This design comes from an exercise in tuning for small area, a short achievable clock period and few clock cycles on the open sky130 flow, not from production work.
Only simulation tests tie the RTL to the original design; equivalence was not proved.
Power is estimated from default activity; no workload was simulated.

== nickel ==
// HT_TOP
module HT_TOP(
    clk,
    rst_n,
    in_valid,
    in_weight,
    out_mode,
    out_valid,
    out_code
);
Size in the first run: roughly 9 I/O pins, about 6000 µm² of cells after synthesis.
clock: 17.0 ns
lec_check: 0
cap_margin: 20
core_margin: 2
core_utilization: 40
cts_buf_list: sky130_fd_sc_hd__clkbuf_8
slew_margin: 20
standard.sh (not shown) runs the stock make flow with config.mk's settings and CLKGATE_MAP_FILE= SYNTH_SCRIPT=/design/flow/synth_recipe.tcl, a recipe that flattens the netlist after the stock synthesis.
==> flow/flow/run.sh <==
#!/bin/bash
# Layout with ORFS's own scripts. Two changes from the standard layout:
#  - synthesis is the standard one except that ABC maps the logic for area
#    (flip-flops are mapped before ABC, so registers are unchanged);
#  - repair_timing aims for a larger setup margin (MARGIN ns) than the
#    standard flow settings allow. Constraints are unchanged.
set -euo pipefail
MARGIN=${MARGIN:-12.7}
HERE=$(pwd)
printf 'strash\ndch\nmap -a\nstrash\ndch\nmap -a\n' > "$HERE/area.abc"
cat > "$HERE/area_synth.tcl" <<'TCL'
proc abc {args} {
  set i [lsearch -exact $args -script]
  if {$i >= 0} {
    set args [lreplace $args [expr {$i + 1}] [expr {$i + 1}] $::env(AREA_ABC_SCRIPT)]
  }
  yosys abc {*}$args
}
TCL
cat synth_recipe.tcl >> "$HERE/area_synth.tcl"
export AREA_ABC_SCRIPT="$HERE/area.abc"
bash standard.sh SYNTH_SCRIPT="$HERE/area_synth.tcl" SETUP_SLACK_MARGIN="$MARGIN" SETUP_MOVE_SEQUENCE="unbuffer,sizeup,swap" finish > standard_flow.log 2>&1
nickel completed; timing, DRC and antenna clean
Testbench counts of nickel, summed over its fixed seeds: cycles 31,181.
What xenon does differently from nickel at the input level:
--- a/flow/flow/run.sh
+++ b/flow/flow/run.sh
@@ -2 +2 @@
-# Layout with ORFS's own scripts. Two changes from the standard layout:
+# Layout with ORFS's own scripts. Changes from the standard layout:
@@ -6 +6,4 @@
-#    standard flow settings allow. Constraints are unchanged.
+#    standard flow settings allow, and repairs by resizing cells (and
+#    removing buffers) rather than by adding buffers. Constraints are
+#    unchanged.
+#  - the port buffers start as buf_1 cells (resized as timing needs).
@@ -8 +11 @@
-MARGIN=${MARGIN:-12.7}
+MARGIN=${MARGIN:-12.6}
@@ -22 +25 @@
-bash standard.sh SYNTH_SCRIPT="$HERE/area_synth.tcl" SETUP_SLACK_MARGIN="$MARGIN" SETUP_MOVE_SEQUENCE="unbuffer,sizeup,swap" finish > standard_flow.log 2>&1
+bash standard.sh SYNTH_SCRIPT="$HERE/area_synth.tcl" SETUP_SLACK_MARGIN="$MARGIN" SETUP_MOVE_SEQUENCE="unbuffer,sizeup,swap" BUFFER_PORTS_ARGS="-buffer_cell sky130_fd_sc_hd__buf_1" finish > standard_flow.log 2>&1
xenon did not stop at any stage, and its layout met the timing, design-rule and antenna checks. As far as maximum number of pins on one net before global-route repair goes, xenon and nickel are indistinguishable; the numbers are identical. As far as net total in the final layout is concerned, xenon and nickel perform about the same. Measured against each other, nickel and xenon differ in clock-buffer cell count, the higher figure coming from xenon. Clock group share of total power: xenon > nickel. Number of routed nets with antenna violations: nickel vs xenon identical. The length of routed wiring on met1 reported for xenon is greater than that of nickel by about 3%. Between xenon and nickel, the clock-pin slew on the worst setup and hold paths does not differ in any meaningful way. For the number of vias after detailed routing, xenon came in 0.78% lower than nickel did. Between nickel and xenon, the worst setup slack after layout does not differ in any meaningful way.
What delta does differently from xenon at the input level:
- CORE_UTILIZATION now 55, was 40
--- a/flow/flow/run.sh
+++ b/flow/flow/run.sh
@@ -2 +2 @@
-# Layout with ORFS's own scripts. Changes from the standard layout:
+# Layout with ORFS's own scripts. Two changes from the standard layout:
@@ -6,4 +6 @@
-#    standard flow settings allow, and repairs by resizing cells (and
-#    removing buffers) rather than by adding buffers. Constraints are
-#    unchanged.
-#  - the port buffers start as buf_1 cells (resized as timing needs).
+#    standard flow settings allow. Constraints are unchanged.
@@ -25 +22 @@
-bash standard.sh SYNTH_SCRIPT="$HERE/area_synth.tcl" SETUP_SLACK_MARGIN="$MARGIN" SETUP_MOVE_SEQUENCE="unbuffer,sizeup,swap" BUFFER_PORTS_ARGS="-buffer_cell sky130_fd_sc_hd__buf_1" finish > standard_flow.log 2>&1
+bash standard.sh SYNTH_SCRIPT="$HERE/area_synth.tcl" SETUP_SLACK_MARGIN="$MARGIN" SETUP_MOVE_SEQUENCE="unbuffer,sizeup,swap" finish > standard_flow.log 2>&1
Notes after the runs:
delta against xenon: area added between synthesis and finish fell by 0.65 points; met3 usage rose 0.80 points; total area of multi-input combinational cells shrank by 20 µm²; worst setup slack moved up; clock latency reported for the late side of the worst-skew pair neither gained nor lost much. out_code as the first element of the critical path was reported by xenon, and lw[1][0] by delta. Changes observed in delta relative to xenon: shortest clock period the worst path allows after layout went down by 0.0077 ns, wire length shows a reduction of about 1.8%, average routed wire per standard cell up about 3.4%, total power down about 0.9%. xenon ended up with out_code as its destination of the critical timing path; delta ended up with ptr[0][2].

========
== alpha ==
Another version of the RTL of HT_TOP (not shown whole).
Size: roughly 110 flip-flops, about 9 I/O pins.
Settings: LEC_CHECK=0, CAP_MARGIN=20, CORE_MARGIN=2, CORE_UTILIZATION=40, SLEW_MARGIN=20; clock period 17.0 ns.
==> flow/flow/run.sh <==
#!/bin/bash
# Layout with ORFS's own scripts. Two changes from the standard layout:
#  - synthesis is the standard one except that ABC maps the logic for area
#    (flip-flops are mapped before ABC, so registers are unchanged);
#  - repair_timing aims for a larger setup margin (MARGIN ns) than the
#    standard flow settings allow. Constraints are unchanged.
set -euo pipefail
MARGIN=${MARGIN:-12.6}
HERE=$(pwd)
printf 'strash\ndch\nmap -a\nstrash\ndch\nmap -a\n' > "$HERE/area.abc"
cat > "$HERE/area_synth.tcl" <<'TCL'
proc abc {args} {
  set i [lsearch -exact $args -script]
  if {$i >= 0} {
    set args [lreplace $args [expr {$i + 1}] [expr {$i + 1}] $::env(AREA_ABC_SCRIPT)]
  }
  yosys abc {*}$args
}
TCL
cat synth_recipe.tcl >> "$HERE/area_synth.tcl"
export AREA_ABC_SCRIPT="$HERE/area.abc"
bash standard.sh SYNTH_SCRIPT="$HERE/area_synth.tcl" SETUP_SLACK_MARGIN="$MARGIN" finish > standard_flow.log 2>&1
Both conditions hold for alpha: the flow ran to the end and the final layout passed the timing, design-rule and antenna checks.
Testbench counts of alpha, summed over its fixed seeds: cycles 31,181.
For beta, these inputs were changed with respect to alpha:
diff --git a/flow/flow/run.sh b/flow/flow/run.sh
--- a/flow/flow/run.sh
+++ b/flow/flow/run.sh
@@ -8 +8 @@
-MARGIN=${MARGIN:-12.6}
+MARGIN=${MARGIN:-12.72}
==> comparison <==
beta was carried through to the last stage, and its layout satisfied the timing, design-rule and antenna checks.
alpha has completed all stages; timing, DRC and antenna checks passed.
[compare] base=alpha new=beta: cell count increased 15; met1 demand-to-capacity share in global routing rose 0.39 points; later-pin clock latency in the skew report level; multi-input gate share of total cell area saw a decrease; wire length on met3 higher.
beta ended up with a lower sequential share of layout area than alpha did.
Re power share of the combinational group: beta is 1.1 points up on alpha.
Worst setup margin on beta is ahead of alpha.
What gamma does differently from beta at the input level:
- CTS_BUF_LIST newly set to sky130_fd_sc_hd__clkbuf_8
diff --git a/flow/flow/run.sh b/flow/flow/run.sh
--- a/flow/flow/run.sh
+++ b/flow/flow/run.sh
@@ -8 +8 @@
-MARGIN=${MARGIN:-12.72}
+MARGIN=${MARGIN:-12.6}
### Flow results
Result for gamma and beta: all clean
On power share of the combinational group, gamma and beta are neck and neck.
[compare] base=beta new=gamma: final antenna diode count neither gained nor lost much; final worst clock skew picked up an extra 5.7 ps; global-route usage lost 0.71 points.
Compare gamma and beta | total via count after detailed routing lower: gamma
Re multiplexer fraction of the synthesized cell area: no difference whatsoever between gamma and beta.
Worst setup slack for gamma: 89 ps down relative to beta
Comparing the two runs side by side, gamma comes out ahead of beta on total wire length after detailed routing.
Total length of routed met3 wires: gamma < beta

[what the ideal ports hide]
The flow's constraints put no driver on any port. The routed layouts listed below were extracted and timed again, unchanged, in two steps.
Step 1: set_driving_cell puts a clkbuf_16 on clk and a buf_2 on each other input, an assumption about the parent block.
Step 2 times the ports against the registers' clock, not the clock port: input delays grow and output delays shrink by t, the midpoint of the rising clock arrivals with the driver on.
a / b / c = ideal / step 1 / step 2; a / b = the first two.
run | shift t [ns] | setup WS [ns] | worst setup path after step 2 | worst register clock-pin slew, ns | worst slew at a driven data input, ns
nickel | 0.419 | 12.667 / 12.630 / 12.672 | input to register | 0.12 / 0.12 | 0.03
xenon | 0.422 | 12.668 / 12.631 / 12.784 | register to register | 0.11 / 0.11 | 0.03
delta | 0.410 | 12.676 / 12.642 / 12.647 | input to register | 0.11 / 0.11 | 0.03
alpha | 0.402 | 12.628 / 12.588 / 12.625 | input to register | 0.08 / 0.08 | 0.03
beta | 0.394 | 12.712 / 12.674 / 12.634 | input to register | 0.08 / 0.08 | 0.03
gamma | 0.444 | 12.623 / 12.587 / 12.637 | input to register | 0.12 / 0.12 | 0.03
After both steps every run listed still meets setup and hold. For beta, which loses most, drivers alone change the setup slack by -0.038 ns; drivers and shift together by -0.078 ns.
